This is an optimization exercise on Yosys and OpenROAD, whose aim is small area, a short achievable clock period and few clock cycles, not a production implementation. In this exercise RTL edits were held to simulation tests only and were not proved equivalent to the original. Power figures rest on the tool's default switching activity, not on a simulated workload.

File: flow/run.sh
#!/bin/bash
# synth_recipe.tcl (not shown) runs the flow's synth.tcl, then flattens the netlist and writes it again
# the make line also repeats each setting of config.mk as NAME=value (left out here)
make -C /OpenROAD-flow-scripts/flow DESIGN_CONFIG=/design/flow/config.mk WORK_HOME=/design/flow/orfs CLKGATE_MAP_FILE= SYNTH_SCRIPT=/design/flow/synth_recipe.tcl finish
File: flow/config.mk
export PLATFORM = sky130hd
export DESIGN_NAME = rc4
export DESIGN_NICKNAME = rc4
export VERILOG_FILES = /design/flow/design.v
export SDC_FILE = /design/flow/constraint.sdc
export NUM_CORES = 4
export LEC_CHECK = 0
export CAP_MARGIN = 20
export CORE_MARGIN = 2
export CORE_UTILIZATION = 45
export PLACE_DENSITY = 0.6
export SETUP_SLACK_MARGIN = 3
export SLEW_MARGIN = 20
File: flow/constraint.sdc
create_clock -name core_clock -period 8.0 [get_ports {clk}]
set_input_delay 1.6000 -clock core_clock [delete_from_list [all_inputs] [get_ports {clk}]]
set_output_delay 1.6000 -clock core_clock [all_outputs]
set_load 0.01 [all_outputs]
File: flow/design.v
`default_nettype none
module rc4_sumgrp(a, b, g01, g23, g45, g67);
input wire [7:0] a;
input wire [7:0] b;
output wire [3:0] g01;
output wire [7:0] g23;
output wire [7:0] g45;
output wire [7:0] g67;
wire [7:0] ap = a ^ b;
wire [7:0] ag = a & b;
wire [7:0] ao = a | b;
wire [3:0] tm [0:7];
assign tm[0] = {2'b00, ap[0], ~ap[0]};
genvar ii, v;
generate
  for (ii = 1; ii < 8; ii = ii + 1) begin : g_tm
    assign tm[ii][0] = ~(ap[ii] ^ ao[ii-1]);
    assign tm[ii][1] = ~(ap[ii] ^ ag[ii-1]);
    assign tm[ii][2] =  (ap[ii] ^ ao[ii-1]);
    assign tm[ii][3] =  (ap[ii] ^ ag[ii-1]);
  end
  for (v = 0; v < 4; v = v + 1) begin : g_g01
    localparam [1:0] VV = v;
    assign g01[v] = tm[0][{1'b0, VV[0]}] & tm[1][VV];
  end
  for (v = 0; v < 8; v = v + 1) begin : g_ghi
    localparam [2:0] VV = v;
    assign g23[v] = tm[2][VV[1:0]] & tm[3][VV[2:1]];
    assign g45[v] = tm[4][VV[1:0]] & tm[5][VV[2:1]];
    assign g67[v] = tm[6][VV[1:0]] & tm[7][VV[2:1]];
  end
endgenerate
endmodule
module rc4_grpdec(g01, g23, g45, g67, dec);
input wire [3:0] g01;
input wire [7:0] g23;
input wire [7:0] g45;
input wire [7:0] g67;
output wire [255:0] dec;
genvar k;
generate
  for (k = 0; k < 256; k = k + 1) begin : g_dec
    localparam [7:0] KK = k;
    assign dec[k] = g01[KK[1:0]] & g23[KK[3:1]] & g45[KK[5:3]] & g67[KK[7:5]];
  end
endgenerate
endmodule
module rc4_rdport(s, dec, rd);
input wire [2047:0] s;
input wire [255:0] dec;
output wire [7:0] rd;
genvar b, k;
generate
  for (b = 0; b < 8; b = b + 1) begin : g_rd
    wire [255:0] terms;
    for (k = 0; k < 256; k = k + 1) begin : g_t
      assign terms[k] = dec[k] & s[8*k + b];
    end
    assign rd[b] = |terms;
  end
endgenerate
endmodule
module rc4(clk,
rst,
key_start,
ct_we,
ct_addr,
ct_data,
pt_addr,
pt_data,
found,
failed,
key
);
input wire clk;
input wire rst;
input wire [23:0] key_start;
input wire ct_we;
input wire [4:0] ct_addr;
input wire [7:0] ct_data;
input wire [4:0] pt_addr;
output wire [7:0] pt_data;
output reg found;
output reg failed;
output wire [23:0] key;
reg [2047:0] S;           
reg [7:0] rot;            
reg [7:0] c;              
reg [7:0] cc;             
reg [7:0] nk1;            
reg [7:0] xreg;           
reg [7:0] areg;           
reg [7:0] j;              
reg [7:0] tv;             
reg [4:0] n;              
reg [1:0] m3;             
reg [23:0] kreg;          
reg s_init, s_ksa, s_p, s_c2, s_w, s_t, s_chk;
reg [7:0] e_mem [0:31];   
reg [7:0] d_mem [0:31];   
wire [7:0] a1 = S[7:0];
wire [7:0] r1 = S[15:8];
wire [3:0] d1g01;
wire [7:0] d1g23, d1g45, d1g67;
rc4_sumgrp u_g1 (.a(c), .b(a1), .g01(d1g01), .g23(d1g23), .g45(d1g45), .g67(d1g67));
wire [255:0] dec1;
rc4_grpdec u_dec1 (.g01(d1g01), .g23(d1g23), .g45(d1g45), .g67(d1g67), .dec(dec1));
wire [7:0] rd1;
rc4_rdport u_rd1 (.s(S), .dec(dec1), .rd(rd1));
wire q1is1 = dec1[1];                  
wire [7:0] a2 = q1is1 ? a1 : r1;       
wire [7:0] csa_s = cc ^ a1 ^ r1;
wire [7:0] csa_c = (cc & a1) | (cc & r1) | (a1 & r1);
wire [3:0] dAg01, dBg01;
wire [7:0] dAg23, dAg45, dAg67, dBg23, dBg45, dBg67;
rc4_sumgrp u_gA (.a(cc), .b({a1[6:0], 1'b0}), .g01(dAg01), .g23(dAg23), .g45(dAg45), .g67(dAg67));
rc4_sumgrp u_gB (.a(csa_s), .b({csa_c[6:0], 1'b0}), .g01(dBg01), .g23(dBg23), .g45(dBg45), .g67(dBg67));
wire [3:0] d2g01 = q1is1 ? dAg01 : dBg01;
wire [7:0] d2g23 = q1is1 ? dAg23 : dBg23;
wire [7:0] d2g45 = q1is1 ? dAg45 : dBg45;
wire [7:0] d2g67 = q1is1 ? dAg67 : dBg67;
wire [255:0] dec2;
rc4_grpdec u_dec2 (.g01(d2g01), .g23(d2g23), .g45(d2g45), .g67(d2g67), .dec(dec2));
wire [7:0] rd2;
rc4_rdport u_rd2 (.s(S), .dec(dec2), .rd(rd2));
wire q2eqq1 = q1is1 ? (a1 == nk1) : (r1 == nk1);    
wire [7:0] b2 = dec2[0] ? rd1 : (q2eqq1 ? a1 : rd2);    
wire we1 = s_ksa | s_c2 | s_w;
wire [7:0] x1 = s_ksa ? a1 : xreg;
wire [7:0] pt = tv ^ e_mem[n];
wire pass = (pt == 8'h20) || ((pt >= 8'h61) && (pt <= 8'h7a));
wire keyend = (kreg >= 24'h3fffff);
wire init = s_init | (s_chk & ~pass & ~keyend);
wire [2047:0] D;
genvar p;
generate
  for (p = 0; p < 254; p = p + 1) begin : g_s
    wire w1 = we1 & dec1[p+2];
    wire w2 = s_ksa & dec2[p+2];
    assign D[8*p +: 8] = init ? p : (w2 ? a2 : (w1 ? x1 : S[8*(p+2) +: 8]));
  end
endgenerate
assign D[2039:2032] = init ? 8'd254 :
                      s_ksa ? (dec2[0] ? a2 : rd1) : ((we1 & dec1[0]) ? x1 : a1);
assign D[2047:2040] = init ? 8'd255 :
                      s_ksa ? b2 : ((we1 & dec1[1]) ? x1 : r1);
function [7:0] kbyte;
  input [1:0] m;
  input [23:0] kk;
  begin
    case (m)
      2'd0: kbyte = kk[23:16];
      2'd1: kbyte = kk[15:8];
      default: kbyte = kk[7:0];
    endcase
  end
endfunction
wire [1:0] m3p1 = (m3 == 2'd2) ? 2'd0 : m3 + 2'd1;
wire [1:0] m3p2 = (m3 == 2'd0) ? 2'd2 : m3 - 2'd1;
wire [7:0] k_i2 = kbyte(m3p2, kreg);    
wire [7:0] k_i3 = kbyte(m3, kreg);      
wire [7:0] k_i4 = kbyte(m3p1, kreg);    
wire [7:0] qA = cc + {a1[6:0], 1'b0};
wire [7:0] qB = cc + a1 + r1;
wire [7:0] q2 = q1is1 ? qA : qB;        
wire [7:0] c_next = q2 + (k_i2 - 8'd2);
wire [23:0] kinc = kreg + 24'd1;
always @(posedge clk) begin
  S <= D;
  rot <= init ? 8'd0 : rot + 8'd2;
  if (ct_we)
    e_mem[ct_addr] <= ct_data;
  if (s_chk)
    d_mem[n] <= pt;
end
wire [7:0] r2 = S[23:16];
wire [7:0] d0 = (we1 & dec1[2]) ? xreg : r2;
always @(posedge clk) begin
  if (rst) begin
    kreg <= key_start;
    found <= 1'b0;
    failed <= 1'b0;
    s_init <= 1'b1;
    s_ksa <= 1'b0;
    s_p <= 1'b0;
    s_c2 <= 1'b0;
    s_w <= 1'b0;
    s_t <= 1'b0;
    s_chk <= 1'b0;
  end else begin
    s_init <= 1'b0;
    if (s_init) begin
      c <= kreg[23:16];
      cc <= kreg[23:16] + kreg[15:8];
      nk1 <= 8'd0 - kreg[15:8];
      m3 <= 2'd0;
      n <= 5'd0;
      j <= 8'd0;
      s_ksa <= 1'b1;
    end
    if (s_ksa) begin
      m3 <= m3p2;
      c <= c_next;
      cc <= c_next + k_i3;
      nk1 <= 8'd0 - k_i3;
      if (rot == 8'd254) begin
        s_ksa <= 1'b0;
        s_p <= 1'b1;
      end
    end
    if (s_p) begin
      areg <= r1;
      xreg <= r1;
      c <= r1 - 8'd2 - r2;
      s_p <= 1'b0;
      s_c2 <= 1'b1;
    end
    if (s_c2) begin
      j <= j + areg;
      c <= {3'b000, n} - 8'd1 - rot - d0;
      xreg <= rd1;
      s_c2 <= 1'b0;
      s_w <= 1'b1;
    end
    if (s_w) begin
      c <= areg + xreg - rot - 8'd2 - d0;
      s_w <= 1'b0;
      s_t <= 1'b1;
    end
    if (s_t) begin
      tv <= rd1;
      c <= {3'b000, n} - rot - r2;
      s_t <= 1'b0;
      s_chk <= 1'b1;
    end
    if (s_chk) begin
      s_chk <= 1'b0;
      if (pass) begin
        if (n == 5'd31)
          found <= 1'b1;
        else begin
          n <= n + 5'd1;
          xreg <= rd1;
          areg <= rd1;
          c <= rd1 + (j - rot - 8'd2 - r2);
          s_c2 <= 1'b1;
        end
      end else if (keyend)
        failed <= 1'b1;
      else begin
        kreg <= kinc;
        c <= kinc[23:16];
        cc <= kinc[23:16] + kinc[15:8];
        nk1 <= 8'd0 - kinc[15:8];
        m3 <= 2'd0;
        n <= 5'd0;
        j <= 8'd0;
        s_ksa <= 1'b1;
      end
    end
  end
end
assign pt_data = d_mem[pt_addr];
assign key = kreg;
endmodule
==> summary.txt, run 1 <==
Run status
  – Status: aborted with a tool error
  – Failed at: 5_1_grt
  – Err: [ERROR GRT-0116] Global routing finished with congestion. Check the congestion regions in the DRC Viewer.

Floorplanning
  – Die Ht: around 590 um
  – Die Width: between 500 and 600 um
  – I/O pin total: 79
  – Initial core utilization: 0.451
  – Row count: approximately 210

CTS
  – TritonCTS Buffers: 290
  – H-tree Lvls: 5
  – Clock Tree Root: clkbuf_16
  – Max clock buf depth: 4
  – Cts hold-fix bufs: 0
  – Clk sinks: roughly 2,700

GRT
  – First-pass GRT wire length: about 2,600,000 um
  – All-Layer GR Usage: 1.14
  – Largest net degree at the start of global routing: about 110
  – Vias in the first global route: between 200k and 250k
  – Grt ovf: between 40,000 and 50,000

Synth
  – Synth area leader: dfxtp_1
  – Post-synth EDFFs: 599
  – Share of the synthesized area in the top cell type: 0.270
  – Yosys warnings: 2
  – Sequential area share after synthesis: 0.388
  – Post-Syn Area per Cell: around 8 sq um
  – Yosys reg bits: 2,668
  – Dominant synthesized flop cell: dfxtp_1
  – Netlist cell types: 96
  – Mapped Cells: around 19,000
  – Async set-reset flop share out of synthesis: 0
  – Top cells by area, synth: dfxtp_1, edfxtp_1, nor2_1
  – Post-synth design cell area: 153,000 sq um

Place
  – Final GP Congestion: around 2.1
  – Place WS: approximately 0.13 ns
  – Final HPWL DP: ~1,400,000 um
  – Port bufs: 78
  – DP Area: between 150,000 and 200,000 sq um
==> cell families after synthesis <==
family	Yosys count	synth area share
buffers and inverters	2047	0.0543
AND/OR/NAND/NOR	6839	0.189
AO/OA/AOI/OAI	6889	0.308
adder cells (fa/ha/maj)	206	0.0195
flip-flops	2668	0.388
multiplexers	262	0.0279
XOR/XNOR	216	0.0136
==> Yosys cell counts, drive strengths merged, types with 119 or more instances <==
cell type / n
inv: 198
dfxtp: 2069
xnor2: 128
ha: 151
buf: 378
nand4: 268
and3: 119
nand2: 2166
o22ai: 136
o211ai: 1061
a22o: 224
a211oi: 1207
nand3: 413
nor4: 197
clkbuf: 1471
a22oi: 1086
edfxtp: 599
nor2: 3103
a32oi: 210
mux4: 128
a221oi: 142
o21ai: 463
nor3: 338
a21oi: 1860
==> worst max path at each step <==
stage | end | cells after the start | slack [ns]
floorplan | c[7] | 24 | 2.72
global placement | c[7] | 23 | -0.12
detailed placement | c[7] | 25 | 0.13
CTS | c[7] | 24 | 1.66
==> timing repair <==
action,in CTS
gates cloned,92
buffers inserted,363
setup endpoints to repair,2159
hold endpoints to repair,0
resized for setup,1086
pin swaps,170
==> power by group through the flow <==
stage | logic [uW] | clock network, uW | registers [uW]
global placement | 32000 | 0 | 17000
detailed placement | 32000 | 0 | 17000
CTS | 35600 | 13700 | 16700
floorplan | 12200 | 0 | 15300
==> per-layer routing <==
layer / global-route usage / GRT overflow
met5: 0.934 / 632
met2: 1.36 / 26590
met1: 1.07 / 9373
met3: 1.03 / 6111
met4: 1.10 / 5578
==> per-stage QoR <==
stage / hold WS [ns] / cells
CTS: 0.557 / 24665
floorplan: 0.459 / 19127
detailed placement: 0.505 / 23695
global placement: 0.505 / 23688
Testbench counts, summed over its fixed seeds: cycles 98,509.
==> run 2: changes to the inputs <==
--- a/flow/design.v
+++ b/flow/design.v
@@ -90,4 +90,9 @@
 reg [7:0] nk1;            
+reg [7:0] c1m;            
 reg [7:0] xreg;           
 reg [7:0] areg;           
+reg [7:0] c2reg;          
+reg [7:0] y2reg;
+reg       anext_r1;       
+reg [4:0] cn;             
 reg [7:0] j;              
@@ -97,5 +102,5 @@
 reg [23:0] kreg;          
-reg s_init, s_ksa, s_p, s_c2, s_w, s_t, s_chk;
+reg s_init, s_ksa, s_p, s_c2, s_t, s_chk;
 reg [7:0] e_mem [0:31];   
-reg [7:0] d_mem [0:31];   
+reg [4:0] d_mem [0:31];
 wire [7:0] a1 = S[7:0];
@@ -109,3 +114,3 @@
 rc4_rdport u_rd1 (.s(S), .dec(dec1), .rd(rd1));
-wire q1is1 = dec1[1];                  
+wire q1is1 = (a1 == c1m);              
 wire [7:0] a2 = q1is1 ? a1 : r1;       
@@ -117,6 +122,9 @@
 rc4_sumgrp u_gB (.a(csa_s), .b({csa_c[6:0], 1'b0}), .g01(dBg01), .g23(dBg23), .g45(dBg45), .g67(dBg67));
-wire [3:0] d2g01 = q1is1 ? dAg01 : dBg01;
-wire [7:0] d2g23 = q1is1 ? dAg23 : dBg23;
-wire [7:0] d2g45 = q1is1 ? dAg45 : dBg45;
-wire [7:0] d2g67 = q1is1 ? dAg67 : dBg67;
+wire [3:0] dCg01;
+wire [7:0] dCg23, dCg45, dCg67;
+rc4_sumgrp u_gC (.a(c2reg), .b(y2reg), .g01(dCg01), .g23(dCg23), .g45(dCg45), .g67(dCg67));
+wire [3:0] d2g01 = (q1is1 ? (dAg01 & {4{s_ksa}}) : (dBg01 & {4{s_ksa}})) | (dCg01 & {4{~s_ksa}});
+wire [7:0] d2g23 = (q1is1 ? (dAg23 & {8{s_ksa}}) : (dBg23 & {8{s_ksa}})) | (dCg23 & {8{~s_ksa}});
+wire [7:0] d2g45 = (q1is1 ? (dAg45 & {8{s_ksa}}) : (dBg45 & {8{s_ksa}})) | (dCg45 & {8{~s_ksa}});
+wire [7:0] d2g67 = (q1is1 ? (dAg67 & {8{s_ksa}}) : (dBg67 & {8{s_ksa}})) | (dCg67 & {8{~s_ksa}});
 wire [255:0] dec2;
@@ -127,5 +135,6 @@
 wire [7:0] b2 = dec2[0] ? rd1 : (q2eqq1 ? a1 : rd2);    
-wire we1 = s_ksa | s_c2 | s_w;
-wire [7:0] x1 = s_ksa ? a1 : xreg;
-wire [7:0] pt = tv ^ e_mem[n];
+wire we = s_ksa | s_c2;
+wire [7:0] x1 = s_ksa ? a1 : rd2;
+wire [7:0] x2 = s_ksa ? a2 : xreg;
+wire [7:0] pt = tv ^ e_mem[cn];
 wire pass = (pt == 8'h20) || ((pt >= 8'h61) && (pt <= 8'h7a));
@@ -137,5 +146,5 @@
   for (p = 0; p < 254; p = p + 1) begin : g_s
-    wire w1 = we1 & dec1[p+2];
-    wire w2 = s_ksa & dec2[p+2];
-    assign D[8*p +: 8] = init ? p : (w2 ? a2 : (w1 ? x1 : S[8*(p+2) +: 8]));
+    wire w1 = we & dec1[p+2];
+    wire w2 = we & dec2[p+2];
+    assign D[8*p +: 8] = init ? p : (w2 ? x2 : (w1 ? x1 : S[8*(p+2) +: 8]));
   end
@@ -143,5 +152,7 @@
 assign D[2039:2032] = init ? 8'd254 :
-                      s_ksa ? (dec2[0] ? a2 : rd1) : ((we1 & dec1[0]) ? x1 : a1);
+                      s_ksa ? (dec2[0] ? a2 : rd1) :
+                      ((we & dec2[0]) ? x2 : ((we & dec1[0]) ? x1 : a1));
 assign D[2047:2040] = init ? 8'd255 :
-                      s_ksa ? b2 : ((we1 & dec1[1]) ? x1 : r1);
+                      s_ksa ? b2 :
+                      ((we & dec2[1]) ? x2 : ((we & dec1[1]) ? x1 : r1));
 function [7:0] kbyte;
@@ -173,6 +184,6 @@
   if (s_chk)
-    d_mem[n] <= pt;
+    d_mem[cn] <= pt[4:0];
 end
 wire [7:0] r2 = S[23:16];
-wire [7:0] d0 = (we1 & dec1[2]) ? xreg : r2;
+wire [7:0] anext = anext_r1 ? r1 : rd1;
 always @(posedge clk) begin
@@ -186,3 +197,2 @@
     s_c2 <= 1'b0;
-    s_w <= 1'b0;
     s_t <= 1'b0;
@@ -193,2 +203,3 @@
       c <= kreg[23:16];
+      c1m <= 8'd1 - kreg[23:16];
       cc <= kreg[23:16] + kreg[15:8];
@@ -196,3 +207,2 @@
       m3 <= 2'd0;
-      n <= 5'd0;
       j <= 8'd0;
@@ -203,2 +213,3 @@
       c <= c_next;
+      c1m <= 8'd1 - c_next;
       cc <= c_next + k_i3;
@@ -213,3 +224,6 @@
       xreg <= r1;
-      c <= r1 - 8'd2 - r2;
+      c <= 8'd255 - r2;
+      c2reg <= 8'd254;
+      y2reg <= r1;
+      n <= 5'd0;
       s_p <= 1'b0;
@@ -219,10 +233,7 @@
       j <= j + areg;
-      c <= {3'b000, n} - 8'd1 - rot - d0;
-      xreg <= rd1;
+      c <= {3'b000, n} - rot - (dec2[2] ? areg : r2);
+      anext_r1 <= ({3'b000, n} - rot == 8'd1);
+      c2reg <= areg - rot - 8'd2;
+      y2reg <= rd2;
       s_c2 <= 1'b0;
-      s_w <= 1'b1;
-    end
-    if (s_w) begin
-      c <= areg + xreg - rot - 8'd2 - d0;
-      s_w <= 1'b0;
       s_t <= 1'b1;
@@ -230,5 +241,12 @@
     if (s_t) begin
-      tv <= rd1;
+      tv <= rd2;
+      areg <= anext;
+      xreg <= anext;
       c <= {3'b000, n} - rot - r2;
+      c2reg <= j - rot - 8'd2;
+      y2reg <= anext;
+      cn <= n;
+      n <= n + 5'd1;
       s_t <= 1'b0;
+      s_c2 <= 1'b1;
       s_chk <= 1'b1;
@@ -238,22 +256,22 @@
       if (pass) begin
-        if (n == 5'd31)
+        if (cn == 5'd31) begin
           found <= 1'b1;
+          s_c2 <= 1'b0;
+          s_t <= 1'b0;
+        end
+      end else begin
+        s_c2 <= 1'b0;
+        s_t <= 1'b0;
+        if (keyend)
+          failed <= 1'b1;
         else begin
-          n <= n + 5'd1;
-          xreg <= rd1;
-          areg <= rd1;
-          c <= rd1 + (j - rot - 8'd2 - r2);
-          s_c2 <= 1'b1;
+          kreg <= kinc;
+          c <= kinc[23:16];
+          c1m <= 8'd1 - kinc[23:16];
+          cc <= kinc[23:16] + kinc[15:8];
+          nk1 <= 8'd0 - kinc[15:8];
+          m3 <= 2'd0;
+          j <= 8'd0;
+          s_ksa <= 1'b1;
         end
-      end else if (keyend)
-        failed <= 1'b1;
-      else begin
-        kreg <= kinc;
-        c <= kinc[23:16];
-        cc <= kinc[23:16] + kinc[15:8];
-        nk1 <= 8'd0 - kinc[15:8];
-        m3 <= 2'd0;
-        n <= 5'd0;
-        j <= 8'd0;
-        s_ksa <= 1'b1;
       end
@@ -262,3 +280,4 @@
 end
-assign pt_data = d_mem[pt_addr];
+wire [4:0] pt_low = d_mem[pt_addr];
+assign pt_data = {1'b0, |pt_low, 1'b1, pt_low};
 assign key = kreg;
--- a/flow/config.mk
+++ b/flow/config.mk
@@ -9,5 +9,6 @@
 export CORE_MARGIN = 2
-export CORE_UTILIZATION = 45
-export PLACE_DENSITY = 0.6
-export SETUP_SLACK_MARGIN = 3
+export CORE_UTILIZATION = 30
+export PLACE_DENSITY = 0.5
+export SETUP_SLACK_MARGIN = 2.5
 export SLEW_MARGIN = 20
+export TNS_END_PERCENT = 20
==> summary.txt, run 2 <==
Run status
  – Status: aborted with a tool error
  – Failed at: 5_1_grt
  – Err: [ERROR GRT-0116] Global routing finished with congestion. Check the congestion regions in the DRC Viewer.

GRT
  – Largest net degree at the start of global routing: approximately 120
  – First-pass GRT wire length: roughly 3,500,000 um
  – Vias in the first global route: between 200k and 300k
  – Grt ovf: 30,481
  – All-Layer GR Usage: 1.03

Synth
  – Synth area leader: dfxtp_1
  – Yosys warnings: 2
  – Simple-gate portion of the synthesized area: 0.229
  – Post-synthesis mux area share: 0.0256
  – Top cells by area, synth: dfxtp_1, edfxtp_1, nand2_1
  – Post-synth design cell area: about 150,000 sq um
  – Async set-reset flop share out of synthesis: 0
  – Yosys reg bits: about 2,600
  – Largest family of logic cells by synthesized area: compound AO/OA/AOI/OAI gates
  – Post-Syn Area per Cell: around 8 sq um
  – Dominant synthesized flop cell: dfxtp_1
  – Share of the synthesized area in the top cell type: 0.273
  – Synth top cells by count: nand2_1, dfxtp_1, nand3_1
  – Compound-Gate Fraction of Synth Area: 0.285
  – Netlist cell types: approximately 110
  – Xor/xnor share of the synthesized area: 0.0159
  – Sequential area share after synthesis: 0.376
  – Mapped Cells: 18,948
  – Synth Area in Adders: 0.0157
  – Post-synth EDFFs: around 530
  – Most frequent cell after synthesis: nand2_1

Place
  – DP Area: roughly 190,000 sq um
  – Port bufs: 76
  – Final GP Congestion: about 1.6
  – Final HPWL DP: about 2,000,000 um

CTS
  – Max clock buf depth: 4
  – Clock Tree Root: clkbuf_16
  – Clk sinks: between 2,000 and 3,000
  – TritonCTS Buffers: 310
  – H-tree Lvls: 5

Floorplanning
  – Die Width: around 720 um
  – Die Ht: between 700 and 800 um
  – Initial core utilization: 0.301
  – I/O pin total: 79
  – Row count: approximately 260
## run 2: cell count changes after synthesis, moves of 881 or more
cell / change
a211oi_1: -1068
nor2_1: -2061
nand3_1: +1297
o211ai_1: -881
a31oi_1: +1020
a21oi_1: -1179
## run 2: worst max-delay path by stage
stage | start | end | slack [ns] | cells past startpoint
2_1_floorplan | pt_addr[0] | pt_data[6] | 2.52 | 7
4_1_cts | cc[4] | S[1401] | 1.94 | 24
3_5_place_dp | S[4] | S[859] | -0.13 | 19
3_3_place_gp | S[4] | S[859] | -0.11 | 18
## run 2: what timing repair did
| item | 4_1_cts |
|---|---|
| resized for setup | 511 |
| setup endpoints to repair | 2146 |
| buffers inserted | 281 |
| hold buffers | 0 |
| pin swaps | 134 |
| gates cloned | 15 |
| endpoints found under the hold margin | 0 |
## run 2: per-stage QoR
| step | cells | total power, uW | worst slack (ns) | utilization |
|---|---|---|---|---|
| detailed placement | 26872 | 49500 | -0.131 | 0.368 |
| floorplan | 18948 | 24200 | 2.52 | - |
| CTS | 27722 | 67500 | 1.94 | 0.401 |
| global placement | 26847 | 49300 | -0.108 | 0.366 |
## run 2: logic make-up after synthesis
kind of cell | after synthesis
AOI/OAI and AO/OA | 6302
xor gates and xnor gates | 254
adders and majority gates | 177
buffers and inverters | 2011
DFF | 2593
muxes | 229
other | 2
and+or+nand+nor | 7380
## run 2: power groups by stage
| stage | combinational, uW | clock [uW] | sequential (uW) |
|---|---|---|---|
| after CTS | 36300 | 15200 | 15900 |
| after global placement | 33100 | 0 | 16200 |
| after floorplan | 9620 | 0 | 14600 |
| after detailed placement | 33300 | 0 | 16200 |
## run 2: routing by layer
metal | GRT usage | overflow
met1 | 0.994 | 4408
met5 | 0.899 | 353
met4 | 1.01 | 5647
met2 | 1.13 | 16543
met3 | 0.969 | 3530
Testbench counts of run 2, summed over its fixed seeds: cycles 95,202.
==> run 3: changes to the inputs <==
--- a/flow/design.v
+++ b/flow/design.v
@@ -47,14 +47,103 @@
 endmodule
-module rc4_rdport(s, dec, rd);
+module rc4_rdseg(s, dec, y);
+input wire [31:0] s;      
+input wire [3:0] dec;
+output wire [7:0] y;
+assign y = (s[7:0] & {8{dec[0]}}) | (s[15:8] & {8{dec[1]}}) |
+           (s[23:16] & {8{dec[2]}}) | (s[31:24] & {8{dec[3]}});
+endmodule
+module rc4_nor4x8(a, y);
+input wire [31:0] a;
+output wire [7:0] y;
+assign y = ~(a[7:0] | a[15:8] | a[23:16] | a[31:24]);
+endmodule
+module rc4_nand4x8(a, y);
+input wire [31:0] a;
+output wire [7:0] y;
+assign y = ~(a[7:0] & a[15:8] & a[23:16] & a[31:24]);
+endmodule
+module rc4_rdport(s, dec, rdn);
 input wire [2047:0] s;
 input wire [255:0] dec;
-output wire [7:0] rd;
-genvar b, k;
+output wire [7:0] rdn;
+wire [511:0] t1;       
+wire [127:0] t2;       
+wire [31:0] t3;        
+genvar k, t;
 generate
-  for (b = 0; b < 8; b = b + 1) begin : g_rd
-    wire [255:0] terms;
-    for (k = 0; k < 256; k = k + 1) begin : g_t
-      assign terms[k] = dec[k] & s[8*k + b];
+  for (k = 0; k < 64; k = k + 1) begin : g_seg
+    wire [31:0] sb;
+    wire [3:0] db;
+    for (t = 0; t < 4; t = t + 1) begin : g_b
+      localparam integer C = 4 * k + t;
+      localparam integer POS = (C < 128) ? 2 * C : 2 * (255 - C) + 1;
+      assign sb[8*t +: 8] = s[8*POS +: 8];
+      assign db[t] = dec[POS];
     end
-    assign rd[b] = |terms;
+    rc4_rdseg u (.s(sb), .dec(db), .y(t1[8*k +: 8]));
+  end
+  for (k = 0; k < 16; k = k + 1) begin : g_2
+    rc4_nor4x8 u (.a(t1[32*k +: 32]), .y(t2[8*k +: 8]));
+  end
+  for (k = 0; k < 4; k = k + 1) begin : g_3
+    rc4_nand4x8 u (.a(t2[32*k +: 32]), .y(t3[8*k +: 8]));
+  end
+endgenerate
+rc4_nor4x8 u_top (.a(t3), .y(rdn));
+endmodule
+module rc4_cell(nxt, x1, x2, we1, we2, d1, d2, init, dn);
+input wire [7:0] nxt;
+input wire [7:0] x1;
+input wire [7:0] x2;
+input wire we1;
+input wire we2;
+input wire d1;
+input wire d2;
+input wire init;
+output wire [7:0] dn;
+wire s1, s2, h;
+rc4_cellsel u_sel (.we1(we1), .we2(we2), .d1(d1), .d2(d2), .init(init), .s1(s1), .s2(s2), .h(h));
+rc4_cellao u_ao (.nxt(nxt), .x1(x1), .x2(x2), .s1(s1), .s2(s2), .h(h), .dn(dn));
+endmodule
+module rc4_cellsel(we1, we2, d1, d2, init, s1, s2, h);
+input wire we1;
+input wire we2;
+input wire d1;
+input wire d2;
+input wire init;
+output wire s1;
+output wire s2;
+output wire h;
+wire w1 = we1 & d1;
+wire w2 = we2 & d2;
+assign s2 = w2 & ~init;
+assign s1 = w1 & ~w2 & ~init;
+assign h = ~(w1 | w2 | init);
+endmodule
+module rc4_cellao(nxt, x1, x2, s1, s2, h, dn);
+input wire [7:0] nxt;
+input wire [7:0] x1;
+input wire [7:0] x2;
+input wire s1;
+input wire s2;
+input wire h;
+output wire [7:0] dn;
+assign dn = ~(({8{s2}} & x2) | ({8{s1}} & x1) | ({8{h}} & nxt));
+endmodule
+module rc4_ptread(d, addr, q);
+input wire [191:0] d;
+input wire [4:0] addr;
+output wire [5:0] q;
+wire [31:0] oh;
+genvar k, b;
+generate
+  for (k = 0; k < 32; k = k + 1) begin : g_oh
+    assign oh[k] = (addr == k);
+  end
+  for (b = 0; b < 6; b = b + 1) begin : g_q
+    wire [31:0] t;
+    for (k = 0; k < 32; k = k + 1) begin : g_t
+      assign t[k] = oh[k] & d[6*k + b];
+    end
+    assign q[b] = |t;
   end
@@ -92,2 +181,4 @@
 reg [7:0] xreg;           
+reg [7:0] xreg1;          
+reg [7:0] s1reg;          
 reg [7:0] areg;           
@@ -95,3 +186,2 @@
 reg [7:0] y2reg;
-reg       anext_r1;       
 reg [4:0] cn;             
@@ -102,5 +192,5 @@
 reg [23:0] kreg;          
-reg s_init, s_ksa, s_p, s_c2, s_t, s_chk;
+reg s_init, s_ksa, s_c2, s_first, s_t, s_chk;
 reg [7:0] e_mem [0:31];   
-reg [4:0] d_mem [0:31];
+reg [5:0] d_mem [0:31];    
 wire [7:0] a1 = S[7:0];
@@ -112,4 +202,5 @@
 rc4_grpdec u_dec1 (.g01(d1g01), .g23(d1g23), .g45(d1g45), .g67(d1g67), .dec(dec1));
-wire [7:0] rd1;
-rc4_rdport u_rd1 (.s(S), .dec(dec1), .rd(rd1));
+wire [7:0] rd1_n;
+rc4_rdport u_rd1 (.s(S), .dec(dec1), .rdn(rd1_n));
+wire [7:0] rd1 = ~rd1_n;
 wire q1is1 = (a1 == c1m);              
@@ -131,8 +222,10 @@
 rc4_grpdec u_dec2 (.g01(d2g01), .g23(d2g23), .g45(d2g45), .g67(d2g67), .dec(dec2));
-wire [7:0] rd2;
-rc4_rdport u_rd2 (.s(S), .dec(dec2), .rd(rd2));
+wire [7:0] rd2_n;
+rc4_rdport u_rd2 (.s(S), .dec(dec2), .rdn(rd2_n));
+wire [7:0] rd2 = ~rd2_n;
 wire q2eqq1 = q1is1 ? (a1 == nk1) : (r1 == nk1);    
 wire [7:0] b2 = dec2[0] ? rd1 : (q2eqq1 ? a1 : rd2);    
-wire we = s_ksa | s_c2;
-wire [7:0] x1 = s_ksa ? a1 : rd2;
+wire we1 = s_ksa | s_t;
+wire we2 = s_ksa | s_c2;
+wire [7:0] x1 = s_ksa ? a1 : xreg1;
 wire [7:0] x2 = s_ksa ? a2 : xreg;
@@ -146,5 +239,7 @@
   for (p = 0; p < 254; p = p + 1) begin : g_s
-    wire w1 = we & dec1[p+2];
-    wire w2 = we & dec2[p+2];
-    assign D[8*p +: 8] = init ? p : (w2 ? x2 : (w1 ? x1 : S[8*(p+2) +: 8]));
+    localparam [7:0] PP = p;
+    wire [7:0] dn;
+    rc4_cell u (.nxt(S[8*(p+2) +: 8]), .x1(x1), .x2(x2), .we1(we1), .we2(we2), .d1(dec1[p+2]), .d2(dec2[p+2]),
+                .init(init), .dn(dn));
+    assign D[8*p +: 8] = ~(dn & ~(PP & {8{init}}));
   end
@@ -153,6 +248,6 @@
                       s_ksa ? (dec2[0] ? a2 : rd1) :
-                      ((we & dec2[0]) ? x2 : ((we & dec1[0]) ? x1 : a1));
+                      ((we2 & dec2[0]) ? x2 : ((we1 & dec1[0]) ? x1 : a1));
 assign D[2047:2040] = init ? 8'd255 :
                       s_ksa ? b2 :
-                      ((we & dec2[1]) ? x2 : ((we & dec1[1]) ? x1 : r1));
+                      ((we2 & dec2[1]) ? x2 : ((we1 & dec1[1]) ? x1 : r1));
 function [7:0] kbyte;
@@ -184,6 +279,9 @@
   if (s_chk)
-    d_mem[cn] <= pt[4:0];
+    d_mem[cn] <= {pt[6], pt[4:0]};
 end
 wire [7:0] r2 = S[23:16];
-wire [7:0] anext = anext_r1 ? r1 : rd1;
+wire [7:0] D1 = D[15:8];
+wire [7:0] ii = {3'b000, n} + 8'd1;           
+wire [7:0] anext = (j == ii + 8'd1) ? areg : s1reg;    
+wire [7:0] tfix = (areg + xreg1 == ii) ? xreg1 : rd2;  
 always @(posedge clk) begin
@@ -195,3 +293,2 @@
     s_ksa <= 1'b0;
-    s_p <= 1'b0;
     s_c2 <= 1'b0;
@@ -217,20 +314,18 @@
       if (rot == 8'd254) begin
+        areg <= D1;
+        xreg <= D1;
+        c2reg <= 8'd0;
+        y2reg <= D1;
+        n <= 5'd0;
         s_ksa <= 1'b0;
-        s_p <= 1'b1;
+        s_c2 <= 1'b1;
+        s_first <= 1'b1;
       end
     end
-    if (s_p) begin
-      areg <= r1;
-      xreg <= r1;
-      c <= 8'd255 - r2;
-      c2reg <= 8'd254;
-      y2reg <= r1;
-      n <= 5'd0;
-      s_p <= 1'b0;
-      s_c2 <= 1'b1;
-    end
     if (s_c2) begin
       j <= j + areg;
-      c <= {3'b000, n} - rot - (dec2[2] ? areg : r2);
-      anext_r1 <= ({3'b000, n} - rot == 8'd1);
+      s1reg <= s_first ? r2 : rd1;
+      s_first <= 1'b0;
+      xreg1 <= rd2;
+      c <= {3'b000, n} - 8'd1 - rot - (dec2[2] ? areg : r2);
       c2reg <= areg - rot - 8'd2;
@@ -241,6 +336,6 @@
     if (s_t) begin
-      tv <= rd2;
+      tv <= tfix;
       areg <= anext;
       xreg <= anext;
-      c <= {3'b000, n} - rot - r2;
+      c <= {3'b000, n} + 8'd1 - rot - (({3'b000, n} + 8'd1 - rot == 8'd2) ? xreg1 : r2);
       c2reg <= j - rot - 8'd2;
@@ -280,4 +375,12 @@
 end
-wire [4:0] pt_low = d_mem[pt_addr];
-assign pt_data = {1'b0, |pt_low, 1'b1, pt_low};
+wire [191:0] d_flat;
+genvar dq;
+generate
+  for (dq = 0; dq < 32; dq = dq + 1) begin : g_dflat
+    assign d_flat[6*dq +: 6] = d_mem[dq];
+  end
+endgenerate
+wire [5:0] pt_sel;
+rc4_ptread u_ptread (.d(d_flat), .addr(pt_addr), .q(pt_sel));
+assign pt_data = {1'b0, pt_sel[5], 1'b1, pt_sel[4:0]};
 assign key = kreg;
--- a/flow/config.mk
+++ b/flow/config.mk
@@ -8,7 +8,11 @@
 export CAP_MARGIN = 20
+export CELL_PAD_IN_SITES_DETAIL_PLACEMENT = 1
 export CORE_MARGIN = 2
-export CORE_UTILIZATION = 30
-export PLACE_DENSITY = 0.5
-export SETUP_SLACK_MARGIN = 2.5
+export CORE_UTILIZATION = 45
+export MIN_ROUTING_LAYER = met2
+export PLACE_DENSITY = 0.6
+export SETUP_SLACK_MARGIN = 3
 export SLEW_MARGIN = 20
+export SYNTH_HIERARCHICAL = 1
+export SYNTH_MINIMUM_KEEP_SIZE = 0
 export TNS_END_PERCENT = 20
==> summary.txt, run 3 <==
Run status
  – Status: aborted with a tool error
  – Failed at: 5_1_grt
  – Err: [ERROR GRT-0232] Routing congestion too high. Check the congestion heatmap in the GUI.

Floorplanning
  – I/O pin total: 79
  – Die Width: about 580 um
  – Die Ht: around 580 um
  – Initial core utilization: 0.451
  – Row count: 210

Synth
  – Dominant synthesized flop cell: dfxtp_1
  – Most frequent cell after synthesis: nand2_1
  – Sequential area share after synthesis: 0.398
  – Netlist cell types: between 80 and 90
  – Share of the synthesized area in the top cell type: 0.281
  – Top cells by area, synth: dfxtp_1, a222oi_1, edfxtp_1
  – Mapped Cells: 15,668
  – Yosys reg bits: 2,640
  – Synth top cells by count: nand2_1, a22oi_1, dfxtp_1
  – Synth area leader: dfxtp_1
  – Async set-reset flop share out of synthesis: 0
  – Yosys warnings: 8
  – Post-Syn Area per Cell: between 9 and 10 sq um
  – Post-synth EDFFs: around 570
  – Post-synth design cell area: between 100,000 and 150,000 sq um

CTS
  – TritonCTS Buffers: around 310
  – H-tree Lvls: 5
  – Max clock buf depth: 4
  – Clk sinks: 2,640
  – Clock Tree Root: clkbuf_16
  – Cts hold-fix bufs: 0

GRT
  – Grt ovf: 25
  – Largest net degree at the start of global routing: 178
  – All-Layer GR Usage: 0.743

Place
  – Port bufs: 76
  – Inst Count DP: 18,875
  – Final HPWL DP: around 500,000 um
  – Final GP Congestion: about 1.1
[run 3: changes by cell type after synthesis, moves of 516 or more]
cell       delta
clkbuf_2    +637
nand4_1     -827
a31oi_1    -1047
a22oi_1     +833
o21ai_0     -967
a21oi_1     -516
nand3_1    -1639
a222oi_1   +1955
clkbuf_1   -1309
o2111ai_1   -547
inv_1      +1092
[run 3: cell families after synthesis]
family          Yosys count  synth area share
other cells               2         0.0000510
xor+xnor                275            0.0179
fa+ha+maj               200            0.0182
mux                     308            0.0251
flops                  2640             0.398
simple gates           4383             0.155
buf+inv                2747            0.0861
compound gates         5113             0.299
[run 3: metal layers]
layer | global-route usage | GRT overflow
met1 | - | -
met2 | 0.773 | 2
met3 | 0.849 | 18
met4 | 0.522 | 5
met5 | 0.647 | 0
[run 3: worst max-delay path by stage]
| stage | from | cells after the start | end | slack, ns |
|---|---|---|---|---|
| 2_1_floorplan | register | 22 | y2reg[6] | 2.62 |
| 3_3_place_gp | S[4] | 16 | tv[1] | 0.95 |
| 3_5_place_dp | S[4] | 15 | tv[7] | 1.04 |
| 4_1_cts | S[6] | 19 | tv[3] | 2.34 |
[run 3: repair_timing]
action	CTS
gates resized for setup	815
buffers inserted	190
endpoints found under the setup margin	2138
gates cloned	40
pin swaps	189
endpoints found under the hold margin	0
[run 3: power groups by stage]
| stage | sequential [uW] | combinational (uW) | clock [uW] |
|---|---|---|---|
| 4_1_cts | 15500 | 15600 | 15100 |
| 3_5_place_dp | 15800 | 13600 | 0 |
| 3_3_place_gp | 15800 | 13400 | 0 |
| 2_1_floorplan | 15300 | 6880 | 0 |
[run 3: per-module statistics from Yosys (local to each module, per instance), a selection]
module,flops+latches,area [sq um]
rc4_cellao,0,90.1
rc4_nand4x8,0,50.0
rc4_rdseg,0,170
rc4_cellsel,0,33.8
rc4_ptread,0,1760
rc4_grpdec,0,2920
rc4,2640,80100
rc4_nor4x8,0,100
rc4_sumgrp,0,637
[run 3: through the flow]
step	total power, uW	hold slack [ns]	area (sq um)	setup WS [ns]
4_1_cts	46200	0.487	165000	2.34
3_5_place_dp	29400	0.484	149000	1.04
3_3_place_gp	29200	0.477	149000	0.951
2_1_floorplan	22100	0.424	148000	2.62
Testbench counts of run 3, summed over its fixed seeds: cycles 94,521.
